From an optimization exercise on the open Yosys and OpenROAD flow, aimed at small area; shortcuts taken in it are not production practice.
At most, simulation tests tie the RTL to the original design; equivalence was not proved.
The clock input has no modelled driver; a real chip could not lean on it and would need a root buffer or a full tree.
Power figures rest on the tool's default switching activity, not on a simulated workload.

==> flow/design.v (excerpt) <==
module master(
    input clk,
    input ADJ,
    input SEL,
    input rst,
    input PAUSE,
    output [6:0] out,
    output [3:0] an
    );
export LEC_CHECK = 0
export CAP_MARGIN = 20
export CORE_MARGIN = 2
export CORE_UTILIZATION = 40
export SLEW_MARGIN = 20
create_clock -name core_clock -period 10.0 [get_ports {clk}]
standard.sh (not shown) runs the stock make flow with config.mk's settings and CLKGATE_MAP_FILE= SYNTH_SCRIPT=/design/flow/synth_recipe.tcl, a recipe that flattens the netlist after the stock synthesis.
==> flow/flow/run.sh <==
#!/bin/bash
# ORFS flow (standard.sh) with an area-oriented ABC mapping script, adders left
# to ABC, a lighter clock tree and small port buffers. Each step logs to its own file.
set -euo pipefail
rm -rf myscripts
cp -r "$FLOW_HOME/scripts" myscripts
cp flow/abc.script myscripts/abc_speed.script
bash standard.sh "SCRIPTS_DIR=$PWD/myscripts" "ADDER_MAP_FILE=" synth > synth.log 2>&1
CTS="-sink_clustering_enable -repair_clock_nets -dont_use_dummy_load -sink_clustering_size 100 -sink_clustering_max_diameter 1000 -root_buf sky130_fd_sc_hd__clkbuf_8 -buf_list sky130_fd_sc_hd__clkbuf_8"
bash standard.sh "CTS_ARGS=$CTS" "BUFFER_PORTS_ARGS=-buffer_cell sky130_fd_sc_hd__buf_1" finish > layout.log 2>&1
==> flow/flow/abc.script <==
strash; &get -n; &fraig -x; &put; scorr; dc2; strash; &get -n; &dch -f; &nf -R 1000; &put
The first run ran to the end with no violations.
Then changed:
==> flow/run.sh (new file) <==
#!/bin/bash
# synth_recipe.tcl (not shown) runs the flow's synth.tcl, then flattens the netlist and writes it again
# the make line also repeats each setting of config.mk as NAME=value (left out here)
make -C /OpenROAD-flow-scripts/flow DESIGN_CONFIG=/design/flow/config.mk WORK_HOME=/design/flow/orfs CLKGATE_MAP_FILE= SYNTH_SCRIPT=/design/flow/synth_recipe.tcl finish
CTS_BUF_LIST = sky130_fd_sc_hd__clkbuf_4 sky130_fd_sc_hd__clkbuf_8   (was unset)
CTS_CLUSTER_DIAMETER = 500   (was unset)
CTS_CLUSTER_SIZE = 100   (was unset)
removed: flow/flow/run.sh
removed: flow/flow/abc.script
removed: flow/standard.sh
The changed run completed without violations.
Clock power rose by 41%.
Combinational power is higher by 36%.
Register-to-register slack improved by 0.36 ns.
Cell area went up by 23%.
Area after synthesis came out higher by 20%.
Worst setup slack degrades by 0.31 ns.
Die area rose by 19%.
Then changed:
==> flow/flow/run.sh (new file) <==
#!/bin/bash
# Standard ORFS flow (standard.sh) with a lighter clock tree and small port buffers.
set -euo pipefail
CTS="-sink_clustering_enable -repair_clock_nets -dont_use_dummy_load -sink_clustering_size 100 -sink_clustering_max_diameter 1000 -root_buf sky130_fd_sc_hd__clkbuf_8 -buf_list sky130_fd_sc_hd__clkbuf_8"
bash standard.sh synth > synth.log 2>&1
bash standard.sh "CTS_ARGS=$CTS" "BUFFER_PORTS_ARGS=-buffer_cell sky130_fd_sc_hd__buf_1" finish > layout.log 2>&1
==> flow/standard.sh (new file) <==
#!/bin/bash
# synth_recipe.tcl (not shown) runs the flow's synth.tcl, then flattens the netlist and writes it again
# the make line also repeats each setting of config.mk as NAME=value (left out here)
make -C /OpenROAD-flow-scripts/flow DESIGN_CONFIG=/design/flow/config.mk WORK_HOME=/design/flow/orfs CLKGATE_MAP_FILE= SYNTH_SCRIPT=/design/flow/synth_recipe.tcl "${@:-finish}"
CTS_BUF_LIST = unset   (was sky130_fd_sc_hd__clkbuf_4 sky130_fd_sc_hd__clkbuf_8)
CTS_CLUSTER_DIAMETER = unset   (was 500)
CTS_CLUSTER_SIZE = unset   (was 100)
removed: flow/run.sh
Result: The new run passed the timing, design-rule and antenna checks; via count is lower by about 1.5%; synthesized cell count stays the same; cell area is lower by about 5%; final cell count went down by 0.88%; die area does not change; wire length goes down by 0.45%; global-route usage is higher by 0.17 points; area after synthesis is unchanged; sequential share of layout area goes up by 2.0 points.
Then changed:
==> flow/run.sh (new file) <==
#!/bin/bash
# synth_recipe.tcl (not shown) runs the flow's synth.tcl, then flattens the netlist and writes it again
# the make line also repeats each setting of config.mk as NAME=value (left out here)
make -C /OpenROAD-flow-scripts/flow DESIGN_CONFIG=/design/flow/config.mk WORK_HOME=/design/flow/orfs CLKGATE_MAP_FILE= SYNTH_SCRIPT=/design/flow/synth_recipe.tcl finish
removed: flow/flow/run.sh
removed: flow/standard.sh
Effect: The new run completed with no timing, DRC or antenna violations. First-iteration DRC count fell by 3.7%. Hold slack is worse by 0.0084 ns. Die area does not change. Power went up by 9.9%. Clock power rises by 29%. Setup slack got worse by 0.43 ns. Routed wire length increases by 0.43%.
Function was not checked in any run of this note: the RTL went through the layout flow alone.

build 22:
The RTL this note starts from:
==> flow/design.v <==
module master(
    input clk,
    input ADJ,
    input SEL,
    input rst,
    input PAUSE,
    output [6:0] out,
    output [3:0] an
    );
    reg [10:0] sc;
    reg [2:0]  seg;
    reg        c1;
    wire seg2 = seg[1] & ~seg[2];
    wire seg5 = seg[2] & ~seg[1];
    wire term = ~sc[0] & ~sc[1] & sc[2] & ~sc[3] & sc[4] & ~sc[5] & ~sc[6]
              & ~sc[7] & ~sc[8] & ~sc[10];
    wire c2   = seg[2];                               
    wire cb   = c1 ^ (seg[1] & seg[0]) ^ (seg5 & term);
    always @(posedge clk)
        if (rst) begin
            sc  <= 11'd0;
            seg <= 3'b000;
            c1  <= 1'b0;
        end else begin
            if (term) begin
                sc  <= {10'd0, seg2};
                seg <= {seg[1:0], ~seg[2]};
            end else
                sc  <= {sc[9:0], ~(sc[7] ^ sc[10])};
            if (term & seg5)
                c1 <= ~c1;
        end
    reg [4:0] fc;
    wire fire  = fc[0] & ~fc[2] & ~fc[3] & fc[4];
    wire first = ~fc[0] & ~fc[1] & ~fc[2] & ~fc[3];
    always @(posedge clk)
        if (rst)
            fc <= 5'd0;
        else if (fire)
            fc <= 5'd1;
        else
            fc <= {fc[3:0], ~(fc[1] ^ fc[4])};
    reg [3:0] ph;
    reg [2:1] sd;
    reg       sd0;
    reg       paused;
    always @(posedge clk)
        if (rst) begin
            ph     <= 4'd0;
            sd     <= 2'd0;
            paused <= 1'b0;
        end else begin
            ph <= {ph[2:0], ph[3] ^ ph[2] ^ (ph[2:0] == 3'd0)};    
            if (ph == 4'd0 && !first)
                sd <= {PAUSE, sd[2]};
            if (ph == 4'd2 && !sd0 && sd[1])
                paused <= ~paused;
        end
    always @(posedge clk)
        if (!rst && ph == 4'd0 && !first)
            sd0 <= sd[1];
    reg clkOut;
    reg clkPrev;
    always @(posedge clk)
        clkOut <= ADJ ? c2 : c1;
    always @(posedge clk)
        clkPrev <= rst ? 1'b0 : clkOut;
    wire step = (clkOut ^ clkPrev) & ~paused;
    reg [3:0] secO, minO;
    reg [2:0] secT, minT;
    wire secO9 = secO[3] & secO[0];
    wire minO9 = minO[3] & minO[0];
    wire secT5 = secT[2] & secT[0];
    wire minT5 = minT[2] & minT[0];
    wire incS  = ~ADJ | ~SEL;
    wire incM  = ADJ ? SEL : (secO9 & secT5);
    always @(posedge clk)
        if (rst) begin
            secO <= 4'd0; secT <= 3'd0; minO <= 4'd0; minT <= 3'd0;
        end else if (step) begin
            if (incS) begin
                secO <= secO9 ? 4'd0 : secO + 4'd1;
                if (secO9)
                    secT <= secT5 ? 3'd0 : secT + 3'd1;
            end
            if (incM) begin
                minO <= minO9 ? 4'd0 : minO + 4'd1;
                if (minO9)
                    minT <= minT5 ? 3'd0 : minT + 3'd1;
            end
        end
    reg [1:0] d;
    reg       blank;
    reg [3:0] code;
    reg [3:0] nxt;
    always @(*)
        case (d)
            2'd3: nxt = secO;
            2'd0: nxt = {1'b0, secT};
            2'd1: nxt = minO;
            default: nxt = {1'b0, minT};
        endcase
    always @(posedge clk)
        if (rst) begin
            d     <= 2'd3;
            blank <= 1'b1;
            code  <= 4'hf;
        end else if (fire) begin
            d     <= d + 2'd1;
            blank <= ADJ & cb;
            code  <= nxt;
        end
    assign an[0] = blank | (d != 2'd0);
    assign an[1] = blank | (d != 2'd1);
    assign an[2] = blank | (d != 2'd2);
    assign an[3] = blank | (d != 2'd3);
    wire [3:0] k = code;
    assign out[0] = (~k[3] & ~k[2] & ~k[1] &  k[0]) | (k[2] & ~k[1] & ~k[0]) | (k[3] & k[2]);
    assign out[1] = (k[2] & ~k[1] &  k[0]) | (k[2] & k[1] & ~k[0]) | (k[3] & k[2]);
    assign out[2] = (~k[2] & k[1] & ~k[0]) | (k[3] & k[2]);
    assign out[3] = (~k[2] & ~k[1] & k[0]) | (k[2] & ~k[1] & ~k[0]) | (k[2] & k[1] & k[0]) | (k[3] & k[2]);
    assign out[4] = k[0] | (k[2] & ~k[1]);
    assign out[5] = (~k[3] & ~k[2] & k[0]) | (~k[2] & k[1]) | (k[1] & k[0]) | (k[3] & k[2]);
    assign out[6] = (~k[3] & ~k[2] & ~k[1]) | (k[2] & k[1] & k[0]) | (k[3] & k[2]);
endmodule
export LEC_CHECK = 0
export CAP_MARGIN = 20
export CORE_MARGIN = 2
export CORE_UTILIZATION = 40
export SLEW_MARGIN = 20
create_clock -name core_clock -period 10.0 [get_ports {clk}]
==> flow/flow/run.sh <==
#!/bin/bash
# ORFS flow (standard.sh) with:
#  - an area-oriented ABC mapping script, adders left to ABC (synthesis otherwise standard)
#  - small port buffers
#  - the clock tree replaced after CTS by three balanced clock buffers (buf_6) fed from the
#    clock port, each driving a third of the registers (flow/clocktree.tcl)
# Each step writes its full output to a log file of its own.
set -euo pipefail
rm -rf myscripts
cp -r "$FLOW_HOME/scripts" myscripts
cp flow/abc.script myscripts/abc_speed.script
bash standard.sh "SCRIPTS_DIR=$PWD/myscripts" "ADDER_MAP_FILE=" synth > synth.log 2>&1
export ONEBUF_CELL=sky130_fd_sc_hd__buf_6
export ONEBUF_N=3
CTS="-sink_clustering_enable -repair_clock_nets -dont_use_dummy_load"
bash standard.sh "CTS_ARGS=$CTS" "POST_CTS_TCL=$PWD/flow/clocktree.tcl" \
  "BUFFER_PORTS_ARGS=-buffer_cell sky130_fd_sc_hd__buf_1" finish > layout.log 2>&1
==> flow/flow/abc.script <==
strash; &get -n; &fraig -x; &put; scorr; dc2; strash; &get -n; &deepsyn -T 10; &dch; &nf -R 1000; &put
==> flow/flow/clocktree.tcl <==
# Replace the clock tree built by CTS with ONEBUF_N clock buffers, each driving
# one cluster of registers (split by position), all fed from the clock port.
set block [ord::get_db_block]
set buf_master [[ord::get_db] findMaster $::env(ONEBUF_CELL)]
set nbuf $::env(ONEBUF_N)
set clk_net [$block findNet clk]
foreach inst [$block getInsts] {
  set n [$inst getName]
  if {[string match clkbuf_* $n] || [string match clkload* $n]} { odb::dbInst_destroy $inst }
}
set sinks {}
foreach inst [$block getInsts] {
  if {![[$inst getMaster] isSequential]} continue
  foreach it [$inst getITerms] {
    if {[[$it getMTerm] getName] == "CLK"} {
      set bb [$inst getBBox]
      lappend sinks [list $it [$bb xMin] [$bb yMin]]
    }
  }
}
foreach net [$block getNets] {
  if {[string match clknet_* [$net getName]]} { odb::dbNet_destroy $net }
}
$clk_net setSigType CLOCK
# split by the wider dimension into nbuf groups of equal size
set xs [lmap s $sinks {lindex $s 1}]; set ys [lmap s $sinks {lindex $s 2}]
set dx [expr {[tcl::mathfunc::max {*}$xs] - [tcl::mathfunc::min {*}$xs]}]
set dy [expr {[tcl::mathfunc::max {*}$ys] - [tcl::mathfunc::min {*}$ys]}]
set key [expr {$dx >= $dy ? 1 : 2}]
set sinks [lsort -integer -index $key $sinks]
set n [llength $sinks]
for {set g 0} {$g < $nbuf} {incr g} {
  set lo [expr {$g * $n / $nbuf}]; set hi [expr {($g + 1) * $n / $nbuf - 1}]
  set bnet [odb::dbNet_create $block clknet_${g}_clk]
  $bnet setSigType CLOCK
  set sx 0; set sy 0; set c 0
  foreach s [lrange $sinks $lo $hi] {
    set it [lindex $s 0]
    $it disconnect
    $it connect $bnet
    set sx [expr {$sx + [lindex $s 1]}]; set sy [expr {$sy + [lindex $s 2]}]; incr c
  }
  set b [odb::dbInst_create $block $buf_master clkbuf_${g}_clk]
  [$b findITerm A] connect $clk_net
  [$b findITerm X] connect $bnet
  $b setLocation [expr {$sx / $c}] [expr {$sy / $c}]
  $b setPlacementStatus PLACED
  puts "clock buffer clkbuf_${g}_clk ([$buf_master getName]) drives $c registers"
}
detailed_placement
estimate_parasitics -placement
Build 22: done, clean on timing, DRC and antenna
Here is what was changed in the inputs of trial 21 compared with build 22.
--- a/flow/flow/run.sh
+++ b/flow/flow/run.sh
@@ -5 +5 @@
-#  - the clock tree replaced after CTS by three balanced clock buffers (buf_6) fed from the
+#  - the clock tree replaced after CTS by three balanced clock buffers fed from the
@@ -13 +13 @@
-export ONEBUF_CELL=sky130_fd_sc_hd__buf_6
+export ONEBUF_CELL=sky130_fd_sc_hd__clkbuf_8
@@ -16 +16 @@
-bash standard.sh "CTS_ARGS=$CTS" "POST_CTS_TCL=$PWD/flow/clocktree.tcl" \
+bash standard.sh "CORE_UTILIZATION=65" "CTS_ARGS=$CTS" "POST_CTS_TCL=$PWD/flow/clocktree.tcl" \
==> flow/flow/abc.script <==
strash; &get -n; &fraig -x; &put; scorr; dc2; strash; &get -n; &deepsyn -T 10; &dch -f; &nf -R 1000; &put
Results
- In trial 21, the arrival time of data at the critical path endpoint came out 0.10 ns above the value in build 22.
- Simple logic cell fraction of the synthesized area ends up higher on trial 21.
- Of the two values seen for worst setup path endpoint, minT[2] was produced by build 22 and minT[1] by trial 21.
- Delta (trial 21 minus build 22): last weighted congestion value of the routability-driven placer decreased 3.4%, detailed placement HPWL climbed 180 um.
- Relative to build 22, proportion of cell area occupied by registers increased by 0.40 points in trial 21.
- Compare build 22 and trial 21 | largest net degree at the start of global routing lower: build 22
- For number of library cell types mapped by synthesis, dividing the value from trial 21 by the value from build 22 gives 1.10.
- Per the comparison of trial 21 with build 22, die area decreased about 36%; fraction of power spent switching nets essentially unchanged.
- Power per cell area for trial 21: 3.2 nW/um^2 up relative to build 22
In every run of this note, the design's own scripts or RTL, not TritonCTS, make the clock network.

-- afterwards: timing with drivers on the ports --
No port has a modelled driver above. Below, the same layouts with a new extraction and two added sets of constraints. Step 1, drivers: a clkbuf_16 drives clk and a buf_2 each remaining input, both assumed. Step 2 adds t to the input delays and takes it off the output delays; t is the mean of the earliest and latest rising clock arrival at the registers after step 1. Input paths then give back, and output paths get back, about the clock's delay inside the block. a / b / c = no drivers / after step 1 / after step 2; a / b = the first two.
run | t (ns) | setup slack, ns | hold WS [ns] | clock arrival spread, ns | slew at the worst register clock pin (ns)
the first run of note 1 | 0.315 | 6.579 / 6.553 / 6.585 | 0.460 / 0.460 / 0.460 | 0.005 / 0.005 | 0.08 / 0.08
the second run of note 1 | 0.331 | 6.272 / 6.243 / 6.341 | 0.445 / 0.445 / 0.445 | 0.006 / 0.006 | 0.10 / 0.10
the third run of note 1 | 0.321 | 6.699 / 6.671 / 6.656 | 0.453 / 0.453 / 0.453 | 0.027 / 0.026 | 0.10 / 0.10
the fourth run of note 1 | 0.332 | 6.271 / 6.242 / 6.345 | 0.445 / 0.445 / 0.445 | 0.005 / 0.005 | 0.10 / 0.10
build 22 | 0.179 | 6.075 / 6.098 / 5.918 | 0.459 / 0.459 / 0.459 | 0.005 / 0.005 | 0.11 / 0.11
trial 21 | 0.194 | 5.984 / 6.000 / 5.806 | 0.437 / 0.437 / 0.437 | 0.006 / 0.006 | 0.10 / 0.10
After both steps every run listed still meets setup and hold. For trial 21, which loses most, drivers alone change the setup slack by +0.016 ns; drivers and shift together by -0.178 ns.
